Background: an optimization exercise with open tools, aiming at small area. Do not read the settings as production practice.
Function was checked by simulation only, so behaviour that the tests miss may differ from the original.

==> flow/design.v, too long to show whole: its modules and the start of the top module <==
// module Compx_4_Mull: 4407 lines
// module Multi_line: 73 lines
module Multi_line(
input clk ,
input rstn,
  input   [127:0]M_AXIS_MM2S_0_tdata,
  input   M_AXIS_MM2S_0_tvalid,
  input [4:0] MemRDcount,
  input        SampleValid,
  input [63:0] Sampledata,
  input        CalcOn,
  output[31:0] OutSumr,
  output[31:0] OutSumi
    );
  // ...
==> flow/flow/run.sh <==
#!/bin/bash
# Own flow: the standard layout (standard.sh) with these changes:
#  - synthesis maps the combinational logic with an area-oriented ABC script
#    (flow/abc_area.script) instead of ORFS's delay-oriented one;
#  - after Yosys extracts full adders, flow/fa_polarity.py flips adders (a full
#    adder is self-dual) so that fewer inverters are left between them;
#  - adders ($lcu) use Yosys's Sklansky prefix map instead of Kogge-Stone;
#  - ports are buffered with buf_1, and CTS uses small clock buffers and no
#    dummy loads.
# Registers (dfflibmap) and every other step are ORFS's own.
set -euo pipefail
W=$(pwd)
rm -rf "$W/scripts_area"
cp -r "$FLOW_HOME/scripts" "$W/scripts_area"
cp "$W/flow/abc_area.script" "$W/scripts_area/abc_speed.script"
python3 "$W/flow/patch_synth.py" "$W/scripts_area/synth.tcl" "$W/flow/fa_polarity.py"
bash standard.sh SCRIPTS_DIR="$W/scripts_area" \
  "SYNTH_OPERATIONS_ARGS=-extra-map +/choices/sklansky.v" synth > "$W/flow_synth.log" 2>&1
bash standard.sh \
  "BUFFER_PORTS_ARGS=-buffer_cell sky130_fd_sc_hd__buf_1" \
  "CTS_ARGS=-sink_clustering_enable -repair_clock_nets -dont_use_dummy_load -buf_list {sky130_fd_sc_hd__clkbuf_4 sky130_fd_sc_hd__clkbuf_8}" \
  finish > "$W/flow_finish.log" 2>&1
==> flow/flow/abc_area.script <==
strash
dch
amap
==> flow/flow/fa_polarity.py <==
#!/usr/bin/env python3
"""Choose the polarity of each extracted full adder ($fa) to save inverters.

A full adder is self-dual: FA(~a, ~b, ~c) = (~carry, ~sum). Yosys's
extract_fa picks each adder's polarity on its own, which leaves inverters
between adders that cannot be merged into anything. This pass flips adders
(complementing all three inputs and both outputs, which leaves the logic
unchanged) so that fewer inverters remain between them.

usage: fa_polarity.py IN.json OUT.json TOP
"""
import json, sys

src, dst, top = sys.argv[1], sys.argv[2], sys.argv[3]
d = json.load(open(src))
m = d["modules"][top]
cells = m["cells"]

next_bit = [max([b for n in m["netnames"].values() for b in n["bits"] if isinstance(b, int)] +
                [b for c in cells.values() for v in c["connections"].values() for b in v if isinstance(b, int)]) + 1]
def new_bit():
    b = next_bit[0]; next_bit[0] += 1
    return b

drv = {}
users = {}
for cn, c in cells.items():
    for p, bits in c["connections"].items():
        out = c.get("port_directions", {}).get(p) == "output"
        for b in bits:
            if not isinstance(b, int):
                continue
            if out:
                drv[b] = (cn, p)
            else:
                users.setdefault(b, []).append((cn, p))
portbits = set()
for pn, p in m["ports"].items():
    for b in p["bits"]:
        if isinstance(b, int):
            portbits.add(b)

fas = [cn for cn, c in cells.items() if c["type"] == "$fa" and int(str(c["parameters"].get("WIDTH", "1")), 2 if set(str(c["parameters"].get("WIDTH", "1"))) <= set("01") else 10) == 1]
faset = set(fas)
fa_out = {}
for cn in fas:
    c = cells[cn]
    fa_out[c["connections"]["X"][0]] = (cn, "X")
    fa_out[c["connections"]["Y"][0]] = (cn, "Y")

def resolve(b):
    inv = 0
    while isinstance(b, int) and b in drv and cells[drv[b][0]]["type"] == "$_NOT_":
        b = cells[drv[b][0]]["connections"]["A"][0]
        inv ^= 1
    return b, inv

# input literals of each adder
lit = {cn: {p: resolve(cells[cn]["connections"][p][0]) for p in "ABC"} for cn in fas}
EXT_LOGIC = 0.3   # an inversion at an edge to/from other logic is usually merged by ABC
EXT_HARD = 1.0

def is_hard(b):
    if b in portbits:
        return True
    if b in drv:
        t = cells[drv[b][0]]["type"]
        return t.startswith("$_DFF") or t.startswith("$_SDFF") or t.startswith("$_DLATCH") or "DFF" in t or t.startswith("$_ALDFF")
    return True

# outside consumers of each adder output (needing the true value)
def outside_users(b):
    res = []
    stack = [(b, 0)]
    seen = set()
    while stack:
        x, inv = stack.pop()
        if (x, inv) in seen:
            continue
        seen.add((x, inv))
        if x in portbits:
            res.append(("port", inv))
        for cn, p in users.get(x, []):
            t = cells[cn]["type"]
            if t == "$_NOT_":
                stack.append((cells[cn]["connections"]["Y"][0], inv ^ 1))
            elif cn in faset:
                pass
            else:
                hard = t.startswith("$_DFF") or "DFF" in t
                res.append(("hard" if hard else "logic", inv))
    return res

outs = {}
for b, (cn, p) in fa_out.items():
    u = outside_users(b)
    if u:
        outs.setdefault(cn, []).append(u)

fanout = {cn: [] for cn in fas}   # (consumer fa, pin)
for cn in fas:
    for p, (b, inv) in lit[cn].items():
        if b in fa_out:
            fanout[fa_out[b][0]].append((cn, p))

flip = {cn: 0 for cn in fas}

def fixed(cn):
    # an adder with a constant input is mapped to a half adder: keep it as it is
    return any(not isinstance(cells[cn]["connections"][p][0], int) for p in "ABC")

def edge_cost(cn, p):
    b, inv = lit[cn][p]
    if not isinstance(b, int):
        return 0.0
    if b in fa_out:
        g = fa_out[b][0]
        return 1.0 if (inv ^ flip[g] ^ flip[cn]) else 0.0
    if inv ^ flip[cn]:
        return EXT_HARD if is_hard(b) else EXT_LOGIC
    return 0.0

def out_cost(cn):
    s = 0.0
    for u in outs.get(cn, []):
        # one inverter serves all users of a net; count the worst
        need = [k for k, inv in u if (inv ^ flip[cn]) == 0 and flip[cn]] if False else None
        if flip[cn]:
            s += max((EXT_HARD if k != "logic" else EXT_LOGIC) for k, inv in u)
    return s

def local_cost(cn):
    s = sum(edge_cost(cn, p) for p in "ABC")
    s += sum(edge_cost(f, p) for f, p in fanout[cn])
    s += out_cost(cn)
    return s

def total():
    return sum(edge_cost(cn, p) for cn in fas for p in "ABC") + sum(out_cost(cn) for cn in fas)

before = total()
for it in range(50):
    changed = 0
    for cn in fas:
        if fixed(cn):
            continue
        c0 = local_cost(cn)
        flip[cn] ^= 1
        c1 = local_cost(cn)
        if c1 < c0 - 1e-9:
            changed += 1
        else:
            flip[cn] ^= 1
    if not changed:
        break
after = total()
sys.stderr.write(f"fa_polarity: {len(fas)} adders, {sum(flip.values())} flipped, cost {before:.1f} -> {after:.1f}\n")

# rewrite
phys = {}   # original output bit -> physical bit of the adder pin
notcache = {}
cnt = [0]
def add_not(a, y):
    cnt[0] += 1
    name = f"$fa_polarity$not{cnt[0]}"
    cells[name] = {"hide_name": 1, "type": "$_NOT_", "parameters": {}, "attributes": {},
                   "port_directions": {"A": "input", "Y": "output"},
                   "connections": {"A": [a], "Y": [y]}}
def not_of(b):
    if b not in notcache:
        y = new_bit()
        add_not(b, y)
        notcache[b] = y
    return notcache[b]

for cn in fas:
    if flip[cn]:
        c = cells[cn]
        for p in "XY":
            ob = c["connections"][p][0]
            pb = new_bit()
            c["connections"][p] = [pb]
            phys[ob] = pb
            add_not(pb, ob)   # keeps the original net's true value for other users
            notcache[pb] = ob
for cn in fas:
    c = cells[cn]
    for p in "ABC":
        b, inv = lit[cn][p]
        inv ^= flip[cn]
        if isinstance(b, int) and b in fa_out:
            g = fa_out[b][0]
            inv ^= flip[g]
            b = phys.get(b, b)
        if not isinstance(b, int):
            if inv and b in ("0", "1"):
                b = "1" if b == "0" else "0"
            c["connections"][p] = [b]
        else:
            c["connections"][p] = [not_of(b) if inv else b]
json.dump(d, open(dst, "w"))
==> flow/flow/patch_synth.py <==
#!/usr/bin/env python3
"""Insert the adder polarity pass after extract_fa in a copy of ORFS's synth.tcl.
usage: patch_synth.py SYNTH_TCL FA_POLARITY_PY"""
import sys
p, py = sys.argv[1], sys.argv[2]
t = open(p).read()
anchor = "  dont_use_lower_left_out_adders\n"
assert t.count(anchor) == 1
hook = anchor + f"""  write_json $::env(RESULTS_DIR)/fa_pre.json
  exec $::env(PYTHON_EXE) {py} $::env(RESULTS_DIR)/fa_pre.json $::env(RESULTS_DIR)/fa_post.json $::env(DESIGN_NAME) >@ stdout 2>@ stderr
  design -reset
  read_json $::env(RESULTS_DIR)/fa_post.json
  hierarchy -top $::env(DESIGN_NAME)
"""
open(p, "w").write(t.replace(anchor, hook))
==> flow/standard.sh <==
#!/bin/bash
# synth_recipe.tcl (not shown) runs the flow's synth.tcl, then flattens the netlist and writes it again
# the make line also repeats each setting of config.mk as NAME=value (left out here)
make -C /OpenROAD-flow-scripts/flow DESIGN_CONFIG=/design/flow/config.mk WORK_HOME=/design/flow/orfs CLKGATE_MAP_FILE= SYNTH_SCRIPT=/design/flow/synth_recipe.tcl "${@:-finish}"
==> flow/config.mk <==
export PLATFORM = sky130hd
export DESIGN_NAME = Multi_line
export DESIGN_NICKNAME = Multi_line
export VERILOG_FILES = /design/flow/design.v
export SDC_FILE = /design/flow/constraint.sdc
export NUM_CORES = 4
export LEC_CHECK = 0
export CAP_MARGIN = 20
export CORE_MARGIN = 2
export CORE_UTILIZATION = 60
export PLACE_DENSITY_LB_ADDON = 0.2
export SLEW_MARGIN = 20
==> flow/constraint.sdc <==
create_clock -name core_clock -period 10.0 [get_ports {clk}]
set_input_delay 2.0000 -clock core_clock [delete_from_list [all_inputs] [get_ports {clk}]]
set_output_delay 2.0000 -clock core_clock [all_outputs]
set_load 0.01 [all_outputs]
==> impl_results.md, run 1 <==
- Slew headroom: 24.76%
- Vias/cell: 6.734
- CTS Hold Bufs: 0
- Sequential area share after synthesis: 49.96%
- GPL Wtd Cong: 0.9988
- Area grow syn2layout: 9.563%
- R2R depth: 30
- Routed length on met3: around 23000 microns
- CP Launch Point: Coef[5]
- DR pass1 iterations: 7
- TAP cells: around 1700
- R2R Path End: P2r[23]
- DP HPWL: around 150000 microns
- Buf+Inv Stages, Crit Path: 9
- #MultiIn Comb: 4795
- Dpl ws: roughly 800 ps
- Largest family of logic cells by synthesized area: adder cells
- Layout cells sized above 1: between 6 and 7%
- Status: complete, no violations
- DP Cell Count: approximately 8600
- CTS H-tree lvls: 4
- Mean area per synthesized cell: ~12 sq um
- Biggest Area Class: sequential cells
- Multi-input logic area: 38340 sq um
- Setup TNS: 0 ps
- Worst-path maximum fanout: 37
- Initial Util: between 60% and 70%
- Via count: 59330
- GR peak layer: met2
- Count of state elements after synthesis: 1411
==> run 2: changes to the inputs <==
--- a/flow/flow/run.sh
+++ b/flow/flow/run.sh
@@ -5,7 +5,7 @@
 #  - after Yosys extracts full adders, flow/fa_polarity.py flips adders (a full
 #    adder is self-dual) so that fewer inverters are left between them;
 #  - adders ($lcu) use Yosys's Sklansky prefix map instead of Kogge-Stone;
-#  - ports are buffered with buf_1, and CTS uses small clock buffers and no
+#  - ports are buffered with buf_1, and CTS uses clkbuf_4 buffers and no
 #    dummy loads.
 # Registers (dfflibmap) and every other step are ORFS's own.
 set -euo pipefail
@@ -18,5 +18,5 @@
   "SYNTH_OPERATIONS_ARGS=-extra-map +/choices/sklansky.v" synth > "$W/flow_synth.log" 2>&1
 bash standard.sh \
   "BUFFER_PORTS_ARGS=-buffer_cell sky130_fd_sc_hd__buf_1" \
-  "CTS_ARGS=-sink_clustering_enable -repair_clock_nets -dont_use_dummy_load -buf_list {sky130_fd_sc_hd__clkbuf_4 sky130_fd_sc_hd__clkbuf_8}" \
+  "CTS_ARGS=-sink_clustering_enable -repair_clock_nets -dont_use_dummy_load -buf_list sky130_fd_sc_hd__clkbuf_4" \
   finish > "$W/flow_finish.log" 2>&1
==> flow/flow/abc_area.script (replaced) <==
strash
dc2
dc2
dch -f
amap
--- a/flow/config.mk
+++ b/flow/config.mk
@@ -5,8 +5,8 @@
 export SDC_FILE = /design/flow/constraint.sdc
 export NUM_CORES = 4
 export LEC_CHECK = 0
-export CAP_MARGIN = 20
+export CAP_MARGIN = 10
 export CORE_MARGIN = 2
 export CORE_UTILIZATION = 60
 export PLACE_DENSITY_LB_ADDON = 0.2
-export SLEW_MARGIN = 20
+export SLEW_MARGIN = 10
==> run 2 against run 1 <==
Effect of this change: now fails the layout checks on setup timing; sequential cell count unchanged; die area decreased by 1.4%; synthesized area decreased by 1.4%; via count increased by 3.5%; hold slack improved by 36 ps; sequential share of layout area decreased by 1.4 points; count of clock-buffer cells in the layout increased by 146; clock skew increased by 12 ps; critical endpoint is now P2r[31].
==> impl_results.md, run 2 <==
- Post-Place Cell Area: 84390 sq um
- CP dominant cell by count: a21o_1
- Mux contribution to synthesized area: 0%
- Sequential area share after synthesis: 50.68% (+0.72 points)
- Unique masters post-synth: 40
- RSZ-0062 raised after global routing: yes
- Number of synthesized flops with an enable pin: just over 1000
- Final slew viol count: 0
- Commonest cells post-synth: edfxtp_1 (1024), nor2_1 (766), o22ai_1 (731)
- Max incr delay on CP: around 530 ps
- Initial Util: 60.49% (about the same)
- Most frequent cells in the layout: edfxtp_1 (1024), nor2_1 (707), o22ai_1 (698), fa_1 (606), buf_4 (542)
- Clock skew: between 150 and 200 ps
- Clock Tree Root: clkbuf_4
- Fin area: approximately 90000 sq um
- Final worst-path cycle share: 104.7%
- Final hold viol count: 0
- Core ar.: 127500 sq um
- Gr ovfl total: 0
- Synth top area cells: edfxtp_1 (40%), fa_1 (16%), dfxtp_1 (7.0%)
- FP Rows: about 130
- Num CTS Buffers: between 300 and 400
- Die Span Y: ~360 microns
- Via count: 61410 (+3.5%)
- Status: failed layout checks
- Asr flop ratio synth: 8.434%
- Adder-cell share of the synthesized area: 21.44%
- Synth Area in Compound Gates: between 20% and 30%
- Worst-Skew Late Latency: 1280 ps
- Ys Warns: 1
- Worst setup margin: -472.4 ps
- DP HPWL: 157700 microns (+2.6%)
- DR pass1 iterations: 8 (+1)
- Layout cells sized above 1: 15.86% (+9.1 points)
- CTS Buffer Depth: 4
- Synth Area in XOR/XNOR: 0%
- GPL Wtd Cong: 1.029 (+3.0%)
- Ys flop type: edfxtp_1
- Area leader, netlist: edfxtp_1
- Port buffer count: between 150 and 200
- CTS tree: built
- Max cap viols: 0
- Simple-gate share of the synthesized area: 6.344%
- Max reg flops: just over 1000
- Worst endpoint data arrival time: 11550 ps
- Area of the die: ~130000 sq um
- Ports: around 270
- Sink Count: 1411
- Post-synth top area share: ~40%
- R2R Setup Slk: -470 ps
- Worst Max-Slew Pin Slew: 1396 ps
- CTS H-tree lvls: 5 (+1)
- Dpl ws: -613.8 ps (-1435 ps)
- Slew headroom: 6.654% (-18 points)
- SO Viols: setup timing
- CTS Hold Bufs: 0 (unchanged)
- Commonest non-fill, non-tap cell in the layout: edfxtp_1
- Synthesized area: 77140 sq um
- Antenna violations before repair: 15
- Die X: ~360 microns
- GRT Overall Usage: 36.43%
- Vias/cell: 6.780 (+0.69%)
- ANT nets after route: 0
- Residual DRC: 0
- Largest family of logic cells by synthesized area: adder cells
- Final wirelength: 240900 microns
- Critical Path RT: ~11000 ps
- Critical path's slowest cell: fa_1
- First-pass GRT wire length: 357100 microns
- DRT iter0 DRCs: approximately 8300
- Setup TNS: -2758 ps (-2758 ps)
- Fin nets: 8529
- Largest net degree at the start of global routing: roughly 210
- Mean area per synthesized cell: 12.27 sq um (+2.3%)
- Count of state elements after synthesis: 1411 (unchanged)
- HP Class: reg -> reg
- Clk slew on worst S/H paths: approximately 60 ps
- CP Class: reg -> reg
- Worst-path maximum fanout: 8 (-78%)
- Area grow syn2layout: 14.83%
- CP startpoint kind: register
- Count leader, synth: edfxtp_1
- Final setup violation count: 8
- Syn Inst Count: roughly 6300
- Wire per inst: roughly 27 microns
- Crit. End Element: register
- Fmax: between 90 and 100 MHz
- Vias in the first global route: between 50000 and 60000
- Final Critical Period: about 10000 ps
- Syn_nets: roughly 7400
## run 2: changes by cell type in the layout (fill, tap and decap cells not counted), moves of 150 or more
cell      change
nand2_1     -172
clkbuf_4    +358
a22oi_1     -263
clkbuf_8    -211
o221ai_1    -150
buf_4       +367
a221oi_1    +204
nor2_1      +150
o21ai_0     -291
## run 2: per-stage QoR
step	hold WS [ps]	util (%)	cells
final	263.2	69.46	9057
after floorplan	309.6	-	6284
after CTS	272.7	68.92	9011
after global routing	279.8	69.46	9055
after detailed placement	312.1	66.18	8588
after global placement	310.1	66.18	8588
## run 2: kinds of logic after synthesis
group	Yosys count
buffers and inverters	273
AND/OR/NAND/NOR	1222
adder cells (fa/ha/maj)	942
AO/OA/AOI/OAI	2436
flip-flops	1411
## run 2: cell type report
cell class              instances  area (sq um)
clock buffers                 357          2680
inverters                     273          1087
well taps                    1662          2079
fillers                      9117         38940
multi-input cells            4600         38140
repair buffers                742          5440
flip-flops and latches       1411         39120
diodes                         12         30.03
## run 2: per-layer routing
| layer | vias up | GRT usage [%] | share of wire (%) |
|---|---|---|---|
| li1 | 26900 | - | - |
| met1 | 29490 | 45.76 | 35 |
| met2 | 4099 | 56.84 | 46 |
| met3 | 900 | 8.632 | 12 |
| met4 | 18 | 23.94 | 7.7 |
| met5 | - | 0 | 0.050 |
## run 2: critical path, delay by kind of cell, from the launching register on
kind,cells,cell delay (ps)
compound gates,17,2870
fa+ha+maj,9,3830
buf+inv,4,630
flops,1,520
simple gates,23,2390
## run 2: final timing paths
path                       startpoint       end  cells after the start
min in group asynchronous        rstn   Sumr[5]                      1
min reg2reg                    P2i[0]    P3i[0]                      0
max reg2reg                   Coef[3]   P2r[31]                     53
max                           Coef[3]   P2r[31]                     53
min                            P2i[0]    P3i[0]                      0
max in group asynchronous        rstn  Coef[13]                      2
## run 2: what timing repair did
item | 4_1_cts | 5_1_grt
endpoints found under the hold margin | 0 | 0
endpoints found under the setup margin | 8 | 13
resized for setup | 69 | 85
pin swaps | 50 | 27
buffers inserted | 65 | 36
cloned | 1 | 1
==> run 3: changes to the inputs <==
==> flow/flow/abc_area.script (replaced) <==
strash
dch
amap
==> run 3 against run 2 <==
Effect of this change: now clean on timing, DRC and antenna; sequential share of layout area rose by 1.5 points; register-to-register slack improved by 1200 ps; clock skew rose by 6.7 ps.
==> impl_results.md, run 3 <==
- Worst-Skew Late Latency: 1350 ps (+70 ps)
- Commonest non-fill, non-tap cell in the layout: edfxtp_1
- Final setup violation count: 0 (-8)
- CP startpoint kind: register
- Post_cts resized: 0 (-100%)
- Wire per inst: 26.64 microns (+0.17%)
- Final wirelength: 238900 microns (-0.83%)
- Syn Inst Count: 6519 (+3.7%)
- Commonest cells post-synth: edfxtp_1 (1024), o21ai_0 (699), o22ai_1 (689)
- Most frequent cells in the layout: edfxtp_1 (1024), o21ai_0 (699), o22ai_1 (674), fa_1 (633), nor2_1 (557)
- Post-CTS Repair Setup Buffers: 0 (-100%)
- Synth top area cells: edfxtp_1 (39%), fa_1 (16%), dfxtp_1 (6.9%)
- Post-route core utilization: 66.06% (-3.4 points)
- Vias in the first global route: 59680 (+0.54%)
- Die X: 365.1 microns (+0.71%)
- Worst endpoint data arrival time: 10390 ps (-1160 ps)
- Largest family of logic cells by synthesized area: adder cells
- Slew headroom: 19.05% (+12 points)
- Clk slew on worst S/H paths: 70 ps (about the same)
- Final worst-path cycle share: 92.98% (-12 points)
- CTS H-tree lvls: 5 (unchanged)
- Setup TNS: 0 ps (+2758 ps)
- CTS Hold Bufs: 0 (unchanged)
- First-pass GRT wire length: 357100 microns (about the same)
- Core ar.: 129500 sq um (+1.5%)
- Ports: 266 (unchanged)
- Count leader, synth: edfxtp_1
- R2R Setup Slk: 700 ps (+1170 ps)
- Via count: 60360 (-1.7%)
- Area leader, netlist: edfxtp_1
- Post-synth top area share: 39.30% (-0.57 points)
- CTS tree: built
- Worst-path maximum fanout: 37 (+29)
- Sink Count: 1411 (unchanged)
- Layout cells sized above 1: 8.399% (-7.5 points)
- HP Class: reg -> reg
- Sequential area share after synthesis: 49.96% (-0.72 points)
- Initial Util: 60.43% (about the same)
- Synth Area in Compound Gates: 20.72% (+0.51 points)
- Ys Warns: 1 (unchanged)
- Ys flop type: edfxtp_1
- Clock Tree Root: clkbuf_4
- Fin nets: 8361 (-2.0%)
- FP Rows: 132 (+0.76%)
- GPL Wtd Cong: 0.9988 (-2.9%)
- Cell family with the largest share of critical-path delay: adder cells
- DP HPWL: 153700 microns (-2.5%)
- R2R Path End: P2r[23]
- Unique masters post-synth: 40 (unchanged)
- Adder-cell share of the synthesized area: 21.13% (-0.31 points)
- Max cap viols: 0 (unchanged)
- Min-delay src: P2i[4]
- Crit. End Element: register
- Fmax: 107.5 MHz (+13%)
- Mux contribution to synthesized area: 0% (unchanged)
- Area of the die: 133300 sq um (+1.4%)
- Die Span Y: 365.1 microns (+0.71%)
- ANT nets after route: 0 (unchanged)
- GRT Overall Usage: 35.97% (-0.46 points)
- Simple-gate share of the synthesized area: 6.623% (+0.28 points)
- Vias/cell: 6.731 (-0.72%)
- Antenna violations before repair: 11 (-4)
- Largest net degree at the start of global routing: 247 (+18%)
- Clock skew: 171.1 ps (+6.701 ps)
- Max incr delay on CP: 930 ps (+400 ps)
- Count of state elements after synthesis: 1411 (unchanged)
- Synth Area in XOR/XNOR: 0.06715% (+0.067 points)
- RSZ-0062 raised after global routing: no
- Port buffer count: 155 (unchanged)
- Hold EP: P3i[4]
- Hold Path Cell Cnt: 0 (unchanged)
- Worst Max-Slew Pin Slew: 1214 ps (-181.7 ps)
- Syn_nets: 7663 (+3.2%)
- Critical Path RT: 11090 ps (about the same)
- Status: complete, no violations
- Num CTS Buffers: 360 (+0.84%)
- DRT iter0 DRCs: 7111 (-15%)
- FF-to-FF Start: Coef[5]
- Asr flop ratio synth: 8.434% (unchanged)
- Buf+Inv Stages, Crit Path: 9 (+5)
- R2R depth: 30 (-43%)
- CTS Buffer Depth: 4 (unchanged)
- Critical path's slowest cell: fa_1
- CP dominant cell by count: fa_1
- Final hold viol count: 0 (unchanged)
- Area grow syn2layout: 9.307%
- CP Class: reg -> reg
- Final slew viol count: 0 (unchanged)
- Gr ovfl total: 0 (unchanged)
- Mean area per synthesized cell: 12.00 sq um (-2.2%)
- Synthesized area: 78250 sq um (+1.4%)
- Final Critical Period: 9298 ps (-1174 ps)
- DR pass1 iterations: 8 (unchanged)
- Max reg flops: 1024 (unchanged)
- Residual DRC: 0 (unchanged)
- Number of synthesized flops with an enable pin: 1024 (unchanged)
## run 3: kinds of logic (layout without fill, tap and decap cells)
family / Yosys count / count (layout)
flops: 1411 / 1411
fa+ha+maj: 942 / 942
compound gates: 2589 / 2589
buf+inv: 313 / 1009
xor+xnor: 6 / 6
simple gates: 1258 / 1258
other cells: 0 / 10
## run 3: final cells by class
| class | count | area (sq um) |
|---|---|---|
| clock buffers | 360 | 2703 |
| flip-flops and latches | 1411 | 39090 |
| well taps | 1742 | 2180 |
| inverters | 313 | 1194 |
| fillers | 9812 | 43950 |
| diodes | 10 | 25.02 |
| multi-input cells | 4795 | 38330 |
| repair buffers | 336 | 2013 |
## run 3: metal layers
metal	part of all wire [%]	GRT usage, %
met4	7.5	24.84
met3	9.8	8.376
met1	36	43.75
met5	0.034	0
met2	47	57.22
## run 3: worst max-delay path by stage
stage               endpoint     startpoint  slack, ps  depth (start not counted)
floorplan           Coef[16]  MemRDcount[0]         20                         19
global placement     P2r[23]        Coef[5]        930                         30
detailed placement   P2r[23]        Coef[5]        820                         30
CTS                  P2r[23]        Coef[5]        840                         30
global route         P2r[23]        Coef[5]        180                         30
finish               P2r[23]        Coef[5]        700                         30
## run 3: stage by stage
step	cells	hold WS (ps)	setup WS, ps	instance area, sq um
6_report	8967	262.8	701.6	85540
5_1_grt	8966	299.6	179.0	85530
4_1_cts	8954	268.7	838.7	85470
3_5_place_dp	8594	312.1	818.8	82770
3_3_place_gp	8594	309.9	927.7	82770
2_1_floorplan	6519	309.6	15.42	78250
==> run 4: changes to the inputs <==
--- a/flow/config.mk
+++ b/flow/config.mk
@@ -7,6 +7,6 @@
 export LEC_CHECK = 0
 export CAP_MARGIN = 10
 export CORE_MARGIN = 2
-export CORE_UTILIZATION = 60
+export CORE_UTILIZATION = 70
 export PLACE_DENSITY_LB_ADDON = 0.2
 export SLEW_MARGIN = 10
==> run 4 against run 3 <==
Effect of this change: sequential cell count unchanged; setup slack worse by 160 ps; via count up 1.7%; critical path depth down 1; clock skew down 9.2 ps; still clean; final cell count down 2.8%.
==> impl_results.md, run 4 <==
- Post-CTS Repair Setup Buffers: 0 (unchanged)
- Ports: 266 (unchanged)
- Area leader, netlist: edfxtp_1
- Initial Util: 70.61% (+10 points)
- Clk slew on worst S/H paths: 80 ps (about the same)
- Dpl ws: 813.4 ps (-5.392 ps)
- CP Class: reg -> reg
- Area grow syn2layout: 8.887%
- Final setup violation count: 0 (unchanged)
- Commonest cells post-synth: edfxtp_1 (1024), o21ai_0 (699), o22ai_1 (689)
- Asr flop ratio synth: 8.434% (unchanged)
- Ys flop type: edfxtp_1
- CTS tree: built
- Commonest non-fill, non-tap cell in the layout: edfxtp_1
- DRT iter0 DRCs: 8166 (+15%)
- Count leader, synth: edfxtp_1
- Sequential area share after synthesis: 49.96% (unchanged)
- CTS Hold Bufs: 0 (unchanged)
- Max reg flops: 1024 (unchanged)
- Number of synthesized flops with an enable pin: 1024 (unchanged)
- Final slew viol count: 0 (unchanged)
- GPL Wtd Cong: 1.071 (+7.3%)
- Fin nets: 8353 (-0.096%)
- Most frequent cells in the layout: edfxtp_1 (1024), o21ai_0 (699), o22ai_1 (674), fa_1 (632), nor2_1 (557)
- Fillers: 7038 (-28%)
- Syn Inst Count: 6519 (unchanged)
- Post-synth top area share: 39.30% (unchanged)
- Antenna violations before repair: 15 (+4)
- Cell family with the largest share of critical-path delay: adder cells
- Layout cells sized above 1: 8.353% (-0.046 points)
- Post_cts resized: 0 (unchanged)
- Via count: 61400 (+1.7%)
- Register Area: 39090 sq um (unchanged)
- Residual DRC: 0 (unchanged)
- ANT nets after route: 0 (unchanged)
- Syn_nets: 7663 (unchanged)
- HP Class: reg -> reg
- FP Rows: 122 (-7.6%)
- Port buffer count: 155 (unchanged)
- DP HPWL: 157400 microns (+2.4%)
- Critical Path RT: 11120 ps (+30 ps)
- Core ar.: 110800 sq um (-14%)
- Setup TNS: 0 ps (unchanged)
- CP dominant cell by count: fa_1
- CTS H-tree lvls: 5 (unchanged)
- Vias in the first global route: 60690 (+1.7%)
- Clock Tree Root: clkbuf_4
- Die X: 338.4 microns (-7.3%)
- Slew headroom: 14.92% (-4.1 points)
- Count of state elements after synthesis: 1411 (unchanged)
- Worst-Skew Late Latency: 1350 ps (about the same)
- Status: complete, no violations
- RSZ-0062 raised after global routing: no
- Vias/cell: 7.044 (+4.6%)
- Synth top area cells: edfxtp_1 (39%), fa_1 (16%), dfxtp_1 (6.9%)
- Final hold viol count: 0 (unchanged)
- Critical path's slowest cell: fa_1
- Mean area per synthesized cell: 12.00 sq um (unchanged)
- Final worst-path cycle share: 94.62% (+1.6 points)
- CTS Buffer Depth: 4 (unchanged)
- DR pass1 iterations: 8 (unchanged)
- Buf+Inv Stages, Crit Path: 5 (-4)
- Worst endpoint data arrival time: 10580 ps (+190 ps)
- Final wirelength: 236600 microns (-0.95%)
- Die Span Y: 338.4 microns (-7.3%)
- Clock skew: 161.9 ps (-9.179 ps)
- Max cap viols: 0 (unchanged)
- Hold_ws: 234.0 ps (-28.78 ps)
- Final Critical Period: 9462 ps (+164.1 ps)
- Worst-path maximum fanout: 44 (+19%)
- Multi-input logic area: 38350 sq um (about the same)
- Crit. End Element: register
- Worst setup margin: 537.6 ps (-164.1 ps)
- Gr ovfl total: 0 (unchanged)
- Wire per inst: 27.15 microns (+1.9%)
- Largest net degree at the start of global routing: 221 (-11%)
- Ys Warns: 1 (unchanged)
- Synthesized area: 78250 sq um (unchanged)
- Sink Count: 1411 (unchanged)
- Fmax: 105.7 MHz (-1.7%)
- Unique masters post-synth: 40 (unchanged)
- CP startpoint kind: register
- Max incr delay on CP: 1010 ps (+80 ps)
- GRT Overall Usage: 41.44% (+5.5 points)
- Num CTS Buffers: 354 (-1.7%)
- Area of the die: 114500 sq um (-14%)
- First-pass GRT wire length: 357200 microns (about the same)
- Worst Max-Slew Pin Slew: 1276 ps (+62.03 ps)
==> run 4: cell families (layout without fill, tap and decap cells) <==
family                     count (synthesis)  after routing  synth area share, %
and+or+nand+nor                         1258           1258                6.623
DFF                                     1411           1411                49.96
other                                      0             21                    0
buffers and inverters                    313           1001                1.501
xor gates and xnor gates                   6              6              0.06715
adders and majority gates                942            942                21.13
AOI/OAI and AO/OA                       2589           2589                20.72
==> run 4: worst paths after layout <==
kind	startpoint	end	slack (ps)	cells after the start
worst min register to register	P2i[3]	P3i[3]	230	0
min in group asynchronous	rstn	MemWRcount[5]	900	2
worst max register to register	Coef[3]	P2i[24]	540	29
max in group asynchronous	rstn	Sumi[27]	7630	3
worst min-delay path	P2i[3]	P3i[3]	230	0
worst max-delay path	Coef[3]	P2i[24]	540	29
==> run 4: per-stage QoR <==
stage                     cell area, sq um  std cells  utilization [%]
after floorplan                      78250       6519                -
after global placement               82470       8340            74.41
after detailed placement             82470       8340            74.41
after CTS                            85120       8694            76.81
after global routing                 85190       8708            76.87
final                                85210       8716            76.89
==> run 4: layout make-up <==
cell class                      count  area share [%]
Timing Repair Buffer              334           2.342
Clock buffer                      354           3.119
Antenna cell                       21         0.06167
Sequential cell                  1411           45.88
Tap cell                         1488           2.185
Multi-Input combinational cell   4795           45.01
Inverter                          313           1.401
==> run 4: per-layer routing <==
metal / vias to the layer above / share of wire, % / track usage (%)
li1: 26830 / - / -
met1: 29150 / 34 / 51.26
met2: 4462 / 46 / 64.11
met3: 947 / 12 / 10.60
met4: 8 / 8.4 / 29.57
met5: - / 0.019 / 0

==> what the ideal ports hide <==
Ports are ideal in the flow. The routed layouts listed here were re-timed in OpenROAD.
Step 1, drivers: a clkbuf_16 drives clk and a buf_2 each remaining input, both assumed.
Step 2 adds t to the input delays and takes it off the output delays; t is the mean of the earliest and latest rising clock arrival at the registers after step 1. Input paths then give back, and output paths get back, about the clock's delay inside the block.
a / b / c = no drivers / after step 1 / after step 2; a / b = the first two.
run	shift t [ns]	slack for setup (ns)	clock arrival spread, ns	worst register clock-pin slew, ns	pins driven straight from the clock port
run 1	0.940	0.672 / 0.672 / 0.672	0.158 / 0.157	0.07 / 0.07	1
run 2	1.287	-0.472 / -0.472 / -0.472	0.184 / 0.184	0.07 / 0.07	1
run 3	1.340	0.702 / 0.702 / 0.702	0.178 / 0.178	0.07 / 0.07	1
run 4	1.345	0.538 / 0.538 / 0.538	0.202 / 0.203	0.08 / 0.08	1
